This design comes from an exercise in tuning for small area, a short achievable clock period and few clock cycles on the open sky130 flow, not from production work.
The RTL was checked by simulation tests, not by an equivalence proof against the original design.
No activity file was given, so power comes from the tool's default toggle rates.

==> design/flow/design.v <==
module IOTDF( clk, rst, in_en, iot_in, fn_sel, busy, valid, iot_out);
input          clk;
input          rst;
input          in_en;
input  [7:0]   iot_in;
input  [2:0]   fn_sel;
output         busy;
output         valid;
output [127:0] iot_out;
reg [3:0] low_cnt, low_cnt_delay;
reg [2:0] up_cnt, up_cnt_delay;
reg [7:0] in_data_reg [0:15];
wire [127:0] in_data;
genvar i1;
reg data_done;
reg [2:0] up_cnt_avg;
reg [3:0] low_cnt_avg;
reg [127:0] in_data_avg;
wire sum_en;
wire [131:0] sum_d;
reg [131:0] sum_q;
wire [127:0] avg_out;
wire avg_outreg_en;
wire avg_en;
assign avg_en = fn_sel == 3'd3;
reg [2:0] up_cnt_minmax;
reg [3:0] low_cnt_minmax;
reg [127:0] in_data_minmax;
wire mode_minmax;
assign mode_minmax = fn_sel == 3'd1 || fn_sel == 3'd6;
wire peak_minmax;
assign peak_minmax = fn_sel == 3'd6 || fn_sel == 3'd7;
wire cmp_reg_en;
wire [127:0] cmp_reg_d;
reg [127:0] cmp_reg_q;
wire [127:0] minmax_out;
wire minmax_outreg_en;
wire minmax_en;
assign minmax_en = fn_sel == 3'd1 || fn_sel == 3'd2 || fn_sel == 3'd6 || fn_sel == 3'd7;
reg [3:0] low_cnt_ex;
reg [127:0] in_data_ex;
wire mode_ex;
assign mode_ex = fn_sel == 3'd5;
wire [127:0] ex_out;
wire ex_valid;
wire ex_en;
assign ex_en = fn_sel == 3'd4 || fn_sel == 3'd5;
integer i2;
always @(posedge clk or posedge rst) begin
	if(rst) begin
		for(i2=0; i2<16; i2=i2+1) begin
			in_data_reg[i2] <= 8'd0;
		end
		low_cnt <= 4'd0;
		up_cnt <= 3'd0;
		low_cnt_delay <= 4'd0;
		up_cnt_delay <= 3'd0;
		data_done <= 1'b0;
	end
	else begin
		data_done <= in_en && low_cnt == 4'd15;
		if(in_en) begin
			low_cnt <= low_cnt + 4'd1;
			up_cnt <= low_cnt == 4'd15 ? up_cnt + 3'd1 : up_cnt;
			low_cnt_delay <= low_cnt;
			up_cnt_delay <= up_cnt;
			in_data_reg[low_cnt] <= iot_in;
		end
	end
end
generate 
	for(i1=0; i1<16; i1=i1+1) begin : in_data_register
		assign in_data[(i1*8+7):(i1*8)] = in_data_reg[15-i1];
	end
endgenerate
reg [131:0] share_reg;
reg [127:0] output_reg;
reg valid_reg;
always @(posedge clk) begin
	if(rst) share_reg <= mode_minmax ? 132'd0 : -132'd1;
	else if(!ex_en) begin
		if(sum_en) begin
			share_reg <= sum_d;
		end
		else if(cmp_reg_en) begin
			share_reg <= cmp_reg_d;
		end
	end
end
always @(posedge clk or posedge rst) begin
	if(rst) begin
		output_reg <= 128'd0;
		valid_reg <= 1'b0;
	end
	else if(!ex_en) begin
		if(avg_outreg_en) begin
			output_reg <= avg_out;
		end
		else if(minmax_outreg_en) begin
			output_reg <= minmax_out;
		end
		valid_reg <= avg_outreg_en | minmax_outreg_en ;
	end
end
always @(*) begin
	up_cnt_avg = up_cnt_delay & {3{avg_en}};
	low_cnt_avg = low_cnt_delay & {4{avg_en}};
	in_data_avg = in_data & {128{avg_en}};
	sum_q = share_reg & {132{avg_en}};
end
always @(*) begin
	up_cnt_minmax = up_cnt_delay & {3{minmax_en}};
	low_cnt_minmax = low_cnt_delay & {4{minmax_en}};
	in_data_minmax = in_data & {128{minmax_en}};
	cmp_reg_q = share_reg[127:0] & {128{minmax_en}};
end
always @(*) begin
	low_cnt_ex = low_cnt_delay & {4{ex_en}};
	in_data_ex = in_data & {128{ex_en}};
end
AVG u_avg( .done(data_done), .up_cnt(up_cnt_avg), .low_cnt(low_cnt_avg), .in_data(in_data_avg), .sum_en(sum_en), .sum_d(sum_d), .sum_q(sum_q), .avg_out(avg_out), .avg_outreg_en(avg_outreg_en));
MINMAX u_minmax( .clk(clk), .rst(rst), .en(minmax_en), .done(data_done), .up_cnt(up_cnt_minmax), .low_cnt(low_cnt_minmax), .in_data(in_data_minmax), .mode(mode_minmax), .peak(peak_minmax), .cmp_reg_en(cmp_reg_en), .cmp_reg_d(cmp_reg_d), .cmp_reg_q(cmp_reg_q), .minmax_out(minmax_out), .minmax_outreg_en(minmax_outreg_en));
EX u_ex(.done(data_done), .low_cnt(low_cnt_ex), .in_data(in_data_ex), .mode(mode_ex), .ex_out(ex_out), .ex_valid(ex_valid));
assign busy = 1'b0;
assign valid = ex_en ? ex_valid : valid_reg;
assign iot_out = ex_en ? ex_out : output_reg;
endmodule
module AVG( done, up_cnt, low_cnt, in_data, sum_en, sum_d, sum_q, avg_out, avg_outreg_en );
input done;
input [2:0] up_cnt;
input [3:0] low_cnt;
input [127:0] in_data;
output sum_en;
output [131:0] sum_d;
input [131:0] sum_q;
output [127:0] avg_out;
output avg_outreg_en;
assign sum_en = done && low_cnt == 4'd15;
assign sum_d = (up_cnt == 3'd0 ? 132'd0 : sum_q) + in_data;
assign avg_out = sum_d[130:3];
assign avg_outreg_en = done && up_cnt == 3'd7 && low_cnt == 4'd15;
endmodule
module MINMAX( clk, rst, en, done, up_cnt, low_cnt, in_data, mode, peak, cmp_reg_en, cmp_reg_d, cmp_reg_q, minmax_out, minmax_outreg_en);
input clk;
input rst;
input en;
input done;
input mode;  
input peak;
input [2:0] up_cnt;
input [3:0] low_cnt;
input [127:0] in_data;
output cmp_reg_en;
output [127:0] cmp_reg_d;
input [127:0] cmp_reg_q;
output [127:0] minmax_out;
output minmax_outreg_en;
wire refresh, cmp_result;
reg out_flag;
assign cmp_result = low_cnt == 4'd15 ? cmp_reg_q > in_data : 1'b0;
assign refresh = done && (cmp_result ^ mode);
assign cmp_reg_en = done && up_cnt == 3'd0 && low_cnt == 4'd15 && ~peak ? 1'b1 :
			  			  low_cnt == 4'd15 && refresh ? 1'b1 : 1'b0;
assign cmp_reg_d = done && up_cnt == 3'd0 && low_cnt == 4'd15 && ~peak ? in_data :
			  			 low_cnt == 4'd15 && refresh ? in_data : cmp_reg_q;
assign minmax_out = cmp_reg_d;
assign minmax_outreg_en = done && up_cnt == 3'd7 && low_cnt == 4'd15 && (out_flag || refresh);
always @(posedge clk or posedge rst) begin
	if(rst) out_flag <= 1'b0;
	else if(en && done && low_cnt == 4'd15) out_flag <= (up_cnt == 3'd0 ? 1'b0 : out_flag) | refresh | ~peak;
end
endmodule
module EX(done, low_cnt, in_data, mode, ex_out, ex_valid);
input done;
input mode;  
input [3:0] low_cnt;
input [127:0] in_data;
output [127:0] ex_out;
output ex_valid;
assign ex_out = in_data;
assign ex_valid = done && low_cnt == 4'd15 ? (mode ? (in_data[127:124] > 4'hb) || (in_data[127:124] < 4'h7) || ((in_data[127:124] == 4'h7) && (~(&in_data[123:0])) ):
				 (in_data[127:124] >= 4'h7) && ((in_data[127:124] < 4'ha) || ((in_data[127:124] == 4'ha) && (~(&in_data[123:0]))) )) : 1'b0;
endmodule
==> design/flow/run.sh <==
#!/bin/bash
# synth_recipe.tcl (not shown) runs the flow's synth.tcl, then flattens the netlist and writes it again
# the make line also repeats each setting of config.mk as NAME=value (left out here)
make -C /OpenROAD-flow-scripts/flow DESIGN_CONFIG=/design/flow/config.mk WORK_HOME=/design/flow/orfs CLKGATE_MAP_FILE= SYNTH_SCRIPT=/design/flow/synth_recipe.tcl finish
==> design/flow/config.mk <==
export PLATFORM = sky130hd
export DESIGN_NAME = IOTDF
export DESIGN_NICKNAME = IOTDF
export VERILOG_FILES = /design/flow/design.v
export SDC_FILE = /design/flow/constraint.sdc
export NUM_CORES = 4
export LEC_CHECK = 0
export CAP_MARGIN = 20
export CORE_MARGIN = 2
export CORE_UTILIZATION = 40
export PLACE_DENSITY = 0.6
export SLEW_MARGIN = 20
==> design/flow/constraint.sdc <==
create_clock -name core_clock -period 10.0 [get_ports {clk}]
set_input_delay 2.0000 -clock core_clock [delete_from_list [all_inputs] [get_ports {clk}]]
set_output_delay 2.0000 -clock core_clock [all_outputs]
set_load 0.01 [all_outputs]
==> Implementation_results.wiki, run 1 <==
{| class="wikitable"
! Metric !! Value
|-
| Transition time of the tightest slew-check pin || 1160 ps
|-
| Final core occ || 0.451
|-
| Avg Cell Area, Syn || 8.47 µm²
|-
| Launching element type of the critical path || primary input
|-
| Number of placement rows || 107
|-
| Maximum clock skew at final layout || 24.7 ps
|-
| Synth Flop Type || sky130_fd_sc_hd__dfrtp_1
|-
| Final Hold Viols || 0
|-
| Crit path largest cell delay || 660 ps
|-
| Unique cell type count in the Yosys netlist || 85
|-
| Most common cell in the synthesized netlist || sky130_fd_sc_hd__nand2_1
|-
| Result of the run || timing/DRC/antenna clean
|-
| Clock latency at the later pin of the worst-skew pair || 620 ps
|-
| Synth top cells by count || sky130_fd_sc_hd__nand2_1 (459), sky130_fd_sc_hd__a21oi_1 (384), sky130_fd_sc_hd__nor2_1 (337), sky130_fd_sc_hd__dfrtp_1 (273), sky130_fd_sc_hd__mux2_2 (272)
|-
| Pre-CTS setup slack || 1300 ps
|-
| Final number of setup-violating endpoints || 0
|-
| HP Start || up_cnt[2]
|-
| Die area || 88,300 µm²
|-
| Kind of end point of the critical path || register
|-
| Class of the most critical hold timing path || register to register
|-
| Half-perimeter wire length after placement || 95,400 µm
|-
| Fraction of synthesized cell area taken by the top area cell type || 0.199
|-
| Cell occurring most often along the worst timing path || sky130_fd_sc_hd__o21ai_1
|-
| Vias/cell || 6.18
|-
| Portion of the post-synthesis area used by sequential elements || 0.313
|-
| Critical path data arrival time || 8580 ps
|-
| First-pass GRT wire length || 198,000 µm
|-
| Total global routing overflow || 0
|-
| Y dimension of the die || 297 µm
|-
| Final Wtd Congestion || 1.07
|-
| Longest Clk Path Bufs || 3
|-
| Count of hold buffers inserted by post-cts repair || 0
|-
| Number of violations of the max-capacitance limit || 0
|-
| Combined area of the multi-input logic cells || 22,300 µm²
|-
| FMAX || 121 MHz
|-
| Post-CTS Repair Setup Buffers || 0
|-
| Standard cell area after detailed placement || 36,700 µm²
|-
| Required @ worst endpoint || 10,320 ps
|-
| Count of warnings emitted by yosys || 3
|-
| Vias post-DR || 32,200
|-
| Number of nets in the finished design || 4,300
|-
| CP max-delay cell || sky130_fd_sc_hd__o211ai_1
|-
| Share of layout cells above drive strength 1 || 0.117
|-
| Number of enable flip-flop cells after synthesis || 131
|-
| Pin count of the biggest net entering global routing || 149
|-
| Number of antenna violations at the first check in global routing || 2
|-
| Number of global-route vias before repair || 31,100
|-
| Max rail drop VDD || 165 µV
|-
| Headroom to the max-slew limit || 0.222
|-
| Start point of the critical path || fn_sel[2]
|-
| Critical path class || primary input to register
|-
| DRT iter0 DRCs || 2,940
|-
| Shortest period the worst path allows || 8260 ps
|-
| Power consumption || 6.76 mW
|-
| Reg-to-reg startpoint || up_cnt_delay[0]
|-
| Number of remaining DRC errors || 0
|-
| Clock buffer count from CTS || 50
|-
| Final worst-path cycle share || 0.826
|-
| Average wire per cell in the routed design || 25.3 µm
|-
| Unrepaired setup endpoints after global routing || false
|-
| Total Neg Setup Slack || 0 ps
|-
| Areal power density over the cells || 176 nW/µm²
|-
| Top Ports || 144
|-
| Setup slack after layout || 1740 ps
|-
| Summed area of non-filler cells in the final layout || 38,400 µm²
|-
| Static Leak || 17.2 nW
|-
| I/O Buffers || 142
|-
| Core Region || 85,100 µm²
|-
| Relative area change from synthesis to final layout || 11.6%
|-
| Filler cell count in the final layout || 8,579
|-
| Cell area after synthesis || 34,400 µm²
|-
| All-layer global routing usage || 0.289
|-
| CTS clk-pin slew, worst paths || 60 ps
|-
| Proportion of register bits with asynchronous set or reset after synthesis || 0.676
|-
| Number of flip-flops under the largest register name || 131
|-
| Worst path cell trace || clkdlybuf4s50_1, nor2b_4, and2_4, buf_4, and3_1, ha_1, inv_1, fa_1, nand2b_1, a21oi_1, o21ai_1, a311oi_1, o21ai_1, a211oi_2, o31ai_4, o211ai_1, nor2b_1, a221oi_2, xnor2_1, a211oi_1, nor2_1
|-
| CTS-repair resized insts || 0
|-
| Pins over their slew limit || 0
|-
| Top area cells in the synthesized netlist || sky130_fd_sc_hd__dfrtp_1 (20%), sky130_fd_sc_hd__edfxtp_1 (11%), sky130_fd_sc_hd__ha_1 (9.5%)
|-
| Die Wd || 297 µm
|-
| First-pass iteration count of the detailed router || 5
|-
| Initial Util || 0.404
|-
| Clock H-tree levels || 2
|-
| #FFs+latches synth || 404
|-
| CTS sink cnt || 404
|-
| Post-synthesis cell count || 4,061
|-
| Net Count, Synth || 4,337
|-
| Root Buffer Master || sky130_fd_sc_hd__clkbuf_16
|-
| CTS tree || done
|-
| Detailed-route wire length || 132,000 µm
|-
| Number of routed nets with antenna violations || 0
|-
| Sequential cell area in the final layout || 10,800 µm²
|-
| Largest fanout on the critical path || 33
|-
| Cell type with the highest aggregate area in the netlist || sky130_fd_sc_hd__dfrtp_1
|}
metrics by stage:
step | hold slack, ps | std cells
final | 474 | 5212
after global routing | 491 | 5209
after CTS | 471 | 5209
after detailed placement | 463 | 5116
after global placement | 459 | 5116
after floorplan | 439 | 4061
area by class of cell:
| cell class | instances | area share |
|---|---|---|
| Sequential cell | 404 | 0.281 |
| Tap cell | 1144 | 0.0373 |
| Clock buffer | 76 | 0.0384 |
| Antenna cell | 3 | 0.000196 |
| Multi-Input combinational cell | 3277 | 0.580 |
| Inverter | 101 | 0.0101 |
| Clock inverter | 17 | 0.00492 |
| Timing Repair Buffer | 190 | 0.0486 |
report_power, final:
group	switching [mW]	internal (mW)
logic	1.20	0.935
clock network	0.791	1.09
registers	0.690	2.05
total	2.68	4.08
layout by cell type, fill, tap and decap left out, types with 51 or more instances in the layout:
master / instances
sky130_fd_sc_hd__nand2_1: 457
sky130_fd_sc_hd__a21oi_1: 383
sky130_fd_sc_hd__nor2_1: 334
sky130_fd_sc_hd__dfrtp_1: 273
sky130_fd_sc_hd__mux2_2: 272
sky130_fd_sc_hd__and3_1: 264
sky130_fd_sc_hd__ha_1: 261
sky130_fd_sc_hd__o21ai_0: 157
sky130_fd_sc_hd__clkdlybuf4s50_1: 135
sky130_fd_sc_hd__edfxtp_1: 131
sky130_fd_sc_hd__a21o_1: 120
sky130_fd_sc_hd__nand4_1: 114
sky130_fd_sc_hd__inv_1: 99
sky130_fd_sc_hd__and2_1: 98
sky130_fd_sc_hd__xnor2_1: 94
sky130_fd_sc_hd__a31oi_1: 90
sky130_fd_sc_hd__mux2i_1: 72
sky130_fd_sc_hd__nand3_1: 66
sky130_fd_sc_hd__clkbuf_16: 53
sky130_fd_sc_hd__nor3_1: 51
critical path: cells and delay by family:
family,cells,cell delay (ps)
xor+xnor,1,170
compound gates,9,2950
buf+inv,3,1020
simple gates,6,1820
fa+ha+maj,2,570
worst paths after layout:
check / end / slack, ps / cells after the start
max in group asynchronous: output_reg[98] / 7080 / 3
worst max-delay path: share_reg[120] / 1740 / 21
worst min register to register: up_cnt[2] / 470 / 1
worst min-delay path: up_cnt[2] / 470 / 1
min in group asynchronous: output_reg[13] / 1520 / 2
worst max register to register: share_reg[120] / 3470 / 19
kinds of logic after synthesis:
logic type               Yosys count  share of synthesized area
AO/OA/AOI/OAI                   1039                      0.192
XOR/XNOR                         128                     0.0326
adder cells (fa/ha/maj)          262                     0.0955
buffers and inverters            380                     0.0437
flip-flops                       404                      0.313
multiplexers                     344                      0.110
other                              1                   0.000109
AND/OR/NAND/NOR                 1503                      0.213
layer usage:
metal  vias to the layer above  part of all wire  global-route usage
li1                      14800                 -                   -
met1                     15900              0.44               0.398
met2                      1216              0.46               0.470
met3                       234             0.069              0.0383
met4                         4             0.034              0.0905
met5                         -           0.00017                   0
Testbench counts, summed over its fixed seeds: cycles 86,040.
==> run 2, diff against run 1 <==
==> design/flow/design.v (replaced) <==
module IOTDF( clk, rst, in_en, iot_in, fn_sel, busy, valid, iot_out);
input          clk;
input          rst;
input          in_en;
input  [7:0]   iot_in;
input  [2:0]   fn_sel;
output         busy;
output         valid;
output [127:0] iot_out;
reg [2:0] fs;
always @(posedge clk) fs <= fn_sel;
wire m_max  = fs == 3'd1;
wire m_min  = fs == 3'd2;
wire m_avg  = fs == 3'd3;
wire m_ext  = fs == 3'd4;
wire m_exc  = fs == 3'd5;
wire m_pmax = fs == 3'd6;
wire m_pmin = fs == 3'd7;
wire m_ex   = m_ext | m_exc;
wire m_peak = m_pmax | m_pmin;
wire m_hi   = m_max | m_pmax;    
reg       in_v;
reg [7:0] in_b;
reg       busy_r;
always @(posedge clk or posedge rst)
	if (rst) in_v <= 1'b0;
	else     in_v <= in_en & ~busy_r;
always @(posedge clk) in_b <= iot_in;
reg  [127:0] R;
reg  [15:0]  cs;         
reg  [3:0]   off;        
reg          pb;         
reg  [2:0]   T;          
reg  [2:0]   sv;         
reg  [3:0]   bcnt;       
reg  [2:0]   dcnt;       
reg          pass;       
reg          fin;        
reg          gen;        
reg  [1:0]   st;         
reg          mark;       
reg          have_p;     
reg          ones;       
reg          valid_r;
wire step  = in_v | pass;
wire p15   = bcnt == 4'd0;
wire p0    = bcnt == 4'd15;
wire first = dcnt == 3'd0;
wire [7:0] h = R[127:120];
wire       a_clr = first & in_v;
wire [7:0] A  = a_clr ? 8'd0 : h;
wire [7:0] B  = in_v ? in_b : 8'd0;
wire       ci = ~a_clr & cs[14];
wire [8:0] v  = A + B + ci;
wire [2:0] Tn = (a_clr ? 3'd0 : T) + v[8];
wire gen_now  = v[8] & (R[7:0] == 8'hff) & (bcnt > 4'd1);
wire gen_all  = gen | gen_now;
wire       forced = m_peak ? ~have_p : first;
wire [7:0] opnd   = (m_peak & ~have_p) ? {8{m_pmin}} : h;
wire       bgt    = in_b > opnd;
wire       blt    = in_b < opnd;
wire       sgt    = st[0] | (~st[1] & bgt);
wire       slt    = st[1] | (~st[0] & blt);
wire       wr     = forced | (m_hi ? sgt : slt);
wire       upd    = m_pmax ? ~slt : slt;
wire [3:0] t = R[119:116];       
wire ones_all = ones & (in_b == 8'hff);
wire ext_ok = (t >= 4'h7) & ((t < 4'ha) | ((t == 4'ha) & ~ones_all));
wire exc_ok = (t < 4'h7) | ((t == 4'h7) & ~ones_all) | (t >= 4'hc);
wire ex_ok  = m_ext ? ext_ok : exc_ok;
wire [7:0] nh = ~step ? h :
                m_avg ? ((pass & fin) ? {p15 ? Tn : sv, v[7:3]} : v[7:0]) :
                ((m_ex | wr) ? in_b : h);
always @(posedge clk) begin
	R  <= {R[119:0], nh};
	cs <= {cs[14:0], step ? ~p15 & v[8] : cs[15]};
	sv <= v[2:0];
	if (step & p15) T <= Tn;
end
wire [6:0] cnt = {dcnt, bcnt};
wire acc      = in_en & ~busy_r;
wire acc_last = acc & m_avg & (in_v ? cnt == 7'd126 : cnt == 7'd127);
wire pb_n     = acc_last | (pb & ~(pass & fin & bcnt == 4'd14));
wire [3:0] off_n = off + {3'd0, ~acc};
wire dlast = in_v & p0;
always @(posedge clk or posedge rst) begin
	if (rst) begin
		busy_r  <= 1'b0;
		pb      <= 1'b0;
		off     <= 4'd15;
		bcnt    <= 4'd0;
		dcnt    <= 3'd0;
		pass    <= 1'b0;
		fin     <= 1'b0;
		gen     <= 1'b0;
		st      <= 2'b00;
		mark    <= 1'b0;
		have_p  <= 1'b0;
		ones    <= 1'b0;
		valid_r <= 1'b0;
	end
	else begin
		pb     <= pb_n;
		off    <= off_n;
		busy_r <= pb_n | (off_n != 4'd15);
		if (step) begin
			bcnt <= bcnt + 4'd1;
			gen  <= ~p15 & gen_all;
		end
		if (dlast) dcnt <= dcnt + 3'd1;
		if (dlast & m_avg & dcnt == 3'd7) begin
			pass <= 1'b1;
			fin  <= ~gen_all;
		end
		else if (pass & p0) begin
			pass <= ~fin;
			fin  <= ~gen_all;
		end
		if (in_v) begin
			st   <= p0 ? 2'b00 : {slt, sgt};
			ones <= p15 ? (in_b[3:0] == 4'hf) : ones_all;
		end
		if (dlast) begin
			mark   <= (~first & mark) | upd;
			have_p <= 1'b1;
		end
		valid_r <= (dlast & (m_ex ? ex_ok :
		                     (m_max | m_min) ? dcnt == 3'd7 :
		                     m_peak & (dcnt == 3'd7) & (mark | upd))) |
		           (pass & fin & p0);
	end
end
assign busy    = busy_r;
assign valid   = valid_r;
assign iot_out = R;
endmodule
==> Implementation_results.wiki, run 2 <==
{| class="wikitable"
! Metric !! Value
|-
| Areal power density over the cells || 310 nW/µm²
|-
| Pin count of the biggest net entering global routing || 24
|-
| Internal cell power || 1.72 mW
|-
| Largest fanout on the critical path || 11
|-
| Longest Clk Path Bufs || 2
|-
| All-layer global routing usage || 0.175
|-
| Synth Flop Type || sky130_fd_sc_hd__dfxtp_1
|-
| Part of the power in the clock network || 0.289
|-
| Y dimension of the die || 122 µm
|-
| Number of flip-flops under the largest register name || 128
|-
| #FFs+latches synth || 184
|-
| DRT iter0 DRCs || 130
|-
| Synth top cells by count || sky130_fd_sc_hd__dfxtp_1 (158), sky130_fd_sc_hd__ha_1 (26), sky130_fd_sc_hd__nand2_1 (22), sky130_fd_sc_hd__and2_1 (21)
|-
| Top area cells in the synthesized netlist || sky130_fd_sc_hd__dfxtp_1 (57%), sky130_fd_sc_hd__dfrtp_1 (8.5%), sky130_fd_sc_hd__ha_1 (5.8%)
|-
| Net Count, Synth || 481
|-
| First-pass GRT wire length || 19,300 µm
|-
| Detailed-route wire length || 12,400 µm
|-
| Number of placement rows || 43
|-
| CTS clk-pin slew, worst paths || 70 ps
|-
| Proportion of register bits with asynchronous set or reset after synthesis || 0.125
|-
| Net switching fraction of the power || 0.288
|-
| Number of nets in the finished design || 636
|-
| Average wire per cell in the routed design || 15.8 µm
|-
| CTS-repair resized insts || 0
|-
| Number of remaining DRC errors || 0
|-
| Cell area after synthesis || 5560 µm²
|-
| Vias post-DR || 3,768
|-
| Core Region || 13,700 µm²
|-
| Final worst-path cycle share || 0.455
|-
| Number of enable flip-flop cells after synthesis || 3
|-
| Switching power || 0.696 mW
|-
| Relative area change from synthesis to final layout || 40.6%
|-
| Static Leak || 3.18 nW
|-
| Share of layout cells above drive strength 1 || 0.0807
|-
| Die Wd || 122 µm
|-
| Fraction of synthesized cell area taken by the top area cell type || 0.569
|-
| Kind of end point of the critical path || register
|-
| Die area || 14,900 µm²
|-
| Top Ports || 144
|-
| Total global routing overflow || 0
|-
| Commonest cells after routing, fill and taps aside || sky130_fd_sc_hd__dfxtp_1 (158), sky130_fd_sc_hd__clkdlybuf4s50_1 (143), sky130_fd_sc_hd__ha_1 (26), sky130_fd_sc_hd__nand2_1 (22), sky130_fd_sc_hd__and2_1 (21)
|-
| CTS sink cnt || 184
|-
| Final Wtd Congestion || 0.845
|-
| Critical path class || register to register
|-
| Cell type with the highest aggregate area in the netlist || sky130_fd_sc_hd__dfxtp_1
|-
| Result of the run || timing/DRC/antenna clean
|-
| Portion of total power attributed to sequential cells || 0.440
|-
| Initial Util || 0.405
|-
| Unrepaired setup endpoints after global routing || false
|-
| Combinational share of power || 0.271
|-
| Headroom to the max-slew limit || 0.413
|-
| Unique cell type count in the Yosys netlist || 51
|-
| CTS tree || done
|-
| Standard cell area after detailed placement || 7190 µm²
|-
| Root Buffer Master || sky130_fd_sc_hd__clkbuf_16
|-
| Diode insertion count for antenna repair || 0
|-
| Count of hold buffers inserted by post-cts repair || 0
|-
| Summed area of non-filler cells in the final layout || 7820 µm²
|-
| Shortest period the worst path allows || 4550 ps
|-
| Critical path data arrival time || 4840 ps
|-
| Total Neg Setup Slack || 0 ps
|-
| I/O Buffers || 143
|-
| Number of antenna violations at the first check in global routing || 0
|-
| Clock buffer count from CTS || 17
|-
| Most common cell in the synthesized netlist || sky130_fd_sc_hd__dfxtp_1
|-
| Number of violations of the max-capacitance limit || 0
|-
| Launching element type of the critical path || register
|-
| Commonest non-fill, non-tap cell in the layout || sky130_fd_sc_hd__dfxtp_1
|-
| Vias/cell || 4.79
|-
| Post-CTS Repair Setup Buffers || 0
|-
| Transition time of the tightest slew-check pin || 880 ps
|-
| First-pass iteration count of the detailed router || 4
|-
| Required @ worst endpoint || 10,290 ps
|-
| Final Hold Viols || 0
|-
| Portion of the post-synthesis area used by sequential elements || 0.689
|-
| Half-perimeter wire length after placement || 9090 µm
|-
| Avg Cell Area, Syn || 12.7 µm²
|-
| FMAX || 220 MHz
|-
| Max rail drop VDD || 198 µV
|-
| Clock H-tree levels || 4
|-
| Post-synthesis cell count || 439
|-
| Maximum clock skew at final layout || 7.12 ps
|-
| Class of the most critical hold timing path || register to register
|-
| Number of global-route vias before repair || 3,669
|-
| Pins over their slew limit || 0
|-
| Clock latency at the later pin of the worst-skew pair || 420 ps
|-
| Number of routed nets with antenna violations || 0
|-
| Final number of setup-violating endpoints || 0
|-
| Count of warnings emitted by yosys || 1
|}
==> run 2: changes by cell type in the layout (fill, tap and decap cells not counted), sizes merged, moves of 128 or more <==
cell	change
a21oi	-367
and3	-261
dfrtp	-254
dfxtp	+158
edfxtp	-128
ha	-235
mux2	-268
nand2	-438
nor2	-317
o21ai	-154
==> run 2: worst paths after layout <==
path / startpoint / endpoint / slack [ps] / cells after the start
max: dcnt[0] / R[7] / 5450 / 18
min: cs[10] / cs[11] / 330 / 0
max reg2reg: dcnt[0] / R[7] / 5450 / 18
min reg2reg: cs[10] / cs[11] / 330 / 0
max in group asynchronous: rst / bcnt[2] / 7390 / 2
min in group asynchronous: rst / have_p / 2070 / 2
==> run 2: kinds of logic (layout without fill, tap and decap cells) <==
family / after synthesis / after routing / share of synthesized area
and+or+nand+nor: 103 / 103 / 0.0967
xor gates and xnor gates: 16 / 16 / 0.0252
buffers and inverters: 23 / 191 / 0.0155
AOI/OAI and AO/OA: 79 / 79 / 0.0958
muxes: 6 / 6 / 0.0117
adders and majority gates: 28 / 28 / 0.0657
DFF: 184 / 184 / 0.689
==> run 2: area by class of cell <==
type	instances	area [µm²]
clock inverters	12	160
inverters	16	60.1
multi-input cells	232	1640
well taps	180	225
fillers	1171	5900
flip-flops and latches	184	3830
repair buffers	143	1430
clock buffers	20	467
==> run 2: per-layer routing <==
metal | part of all wire | GRT usage | routed length [µm] | vias to the layer above
met4 | 0.017 | 0.0675 | 211 | 0
li1 | - | - | - | 1834
met3 | 0.088 | 0.0805 | 1100 | 15
met2 | 0.45 | 0.251 | 5570 | 134
met1 | 0.45 | 0.230 | 5570 | 1785
met5 | 0 | 0 | 0 | -
==> run 2: per-stage QoR <==
stage	hold slack (ps)	power, mW	instances	util	setup slack [ps]
after global placement	312	1.73	755	0.524	5610
after CTS	326	2.45	787	0.570	5440
after floorplan	310	1.32	439	-	6030
after global routing	338	2.55	787	0.570	5080
final	328	2.42	787	0.570	5450
after detailed placement	313	1.74	755	0.524	5460
==> run 2: worst max-delay path, cell delays in order (launching register included) <==
cell	delay, ps
sky130_fd_sc_hd__dfrtp_1	410
sky130_fd_sc_hd__inv_1	70
sky130_fd_sc_hd__ha_1	140
sky130_fd_sc_hd__nor2b_1	360
sky130_fd_sc_hd__nand2_1	280
sky130_fd_sc_hd__and2_1	280
sky130_fd_sc_hd__fa_1	480
sky130_fd_sc_hd__fa_1	430
sky130_fd_sc_hd__a211oi_1	300
sky130_fd_sc_hd__o21ai_1	140
sky130_fd_sc_hd__a21o_1	170
sky130_fd_sc_hd__a21oi_1	300
sky130_fd_sc_hd__inv_1	90
sky130_fd_sc_hd__ha_1	210
sky130_fd_sc_hd__ha_1	180
sky130_fd_sc_hd__xnor2_1	130
sky130_fd_sc_hd__o21ba_2	190
sky130_fd_sc_hd__o21ai_0	150
sky130_fd_sc_hd__o211ai_1	110
==> run 2: power groups by stage <==
| stage | registers, mW | clock network [mW] | logic (mW) |
|---|---|---|---|
| 2_1_floorplan | 1.12 | 0 | 0.202 |
| 3_3_place_gp | 1.08 | 0 | 0.658 |
| 3_5_place_dp | 1.08 | 0 | 0.659 |
| 4_1_cts | 1.07 | 0.716 | 0.665 |
| 5_1_grt | 1.09 | 0.747 | 0.710 |
| 6_report | 1.07 | 0.699 | 0.657 |
Testbench counts of run 2, summed over its fixed seeds: cycles 87,649.

## what the ideal ports hide
How much do the figures lean on ideal ports? The routed layouts below were timed once more, with nothing changed but the port constraints. Step 1: set_driving_cell puts a clkbuf_16 on clk and a buf_2 on each other input, an assumption about the parent block. Step 2 also shifts input and output timing later by t, the mid clock arrival at the registers, as if the neighbouring blocks saw the same clock. Slacks: ideal ports / drivers / drivers and shift; pairs: ideal ports / drivers.
run	t (ns)	slack for setup (ns)	cell pins on the clock port's net
run 1	0.677	1.744 / 1.790 / 1.112	1
run 2	0.460	5.453 / 5.453 / 5.453	1
After both steps setup and hold are still met in every run listed. The setup slack of run 1, which loses most, moves by +0.046 ns with the drivers and by -0.632 ns with both steps.
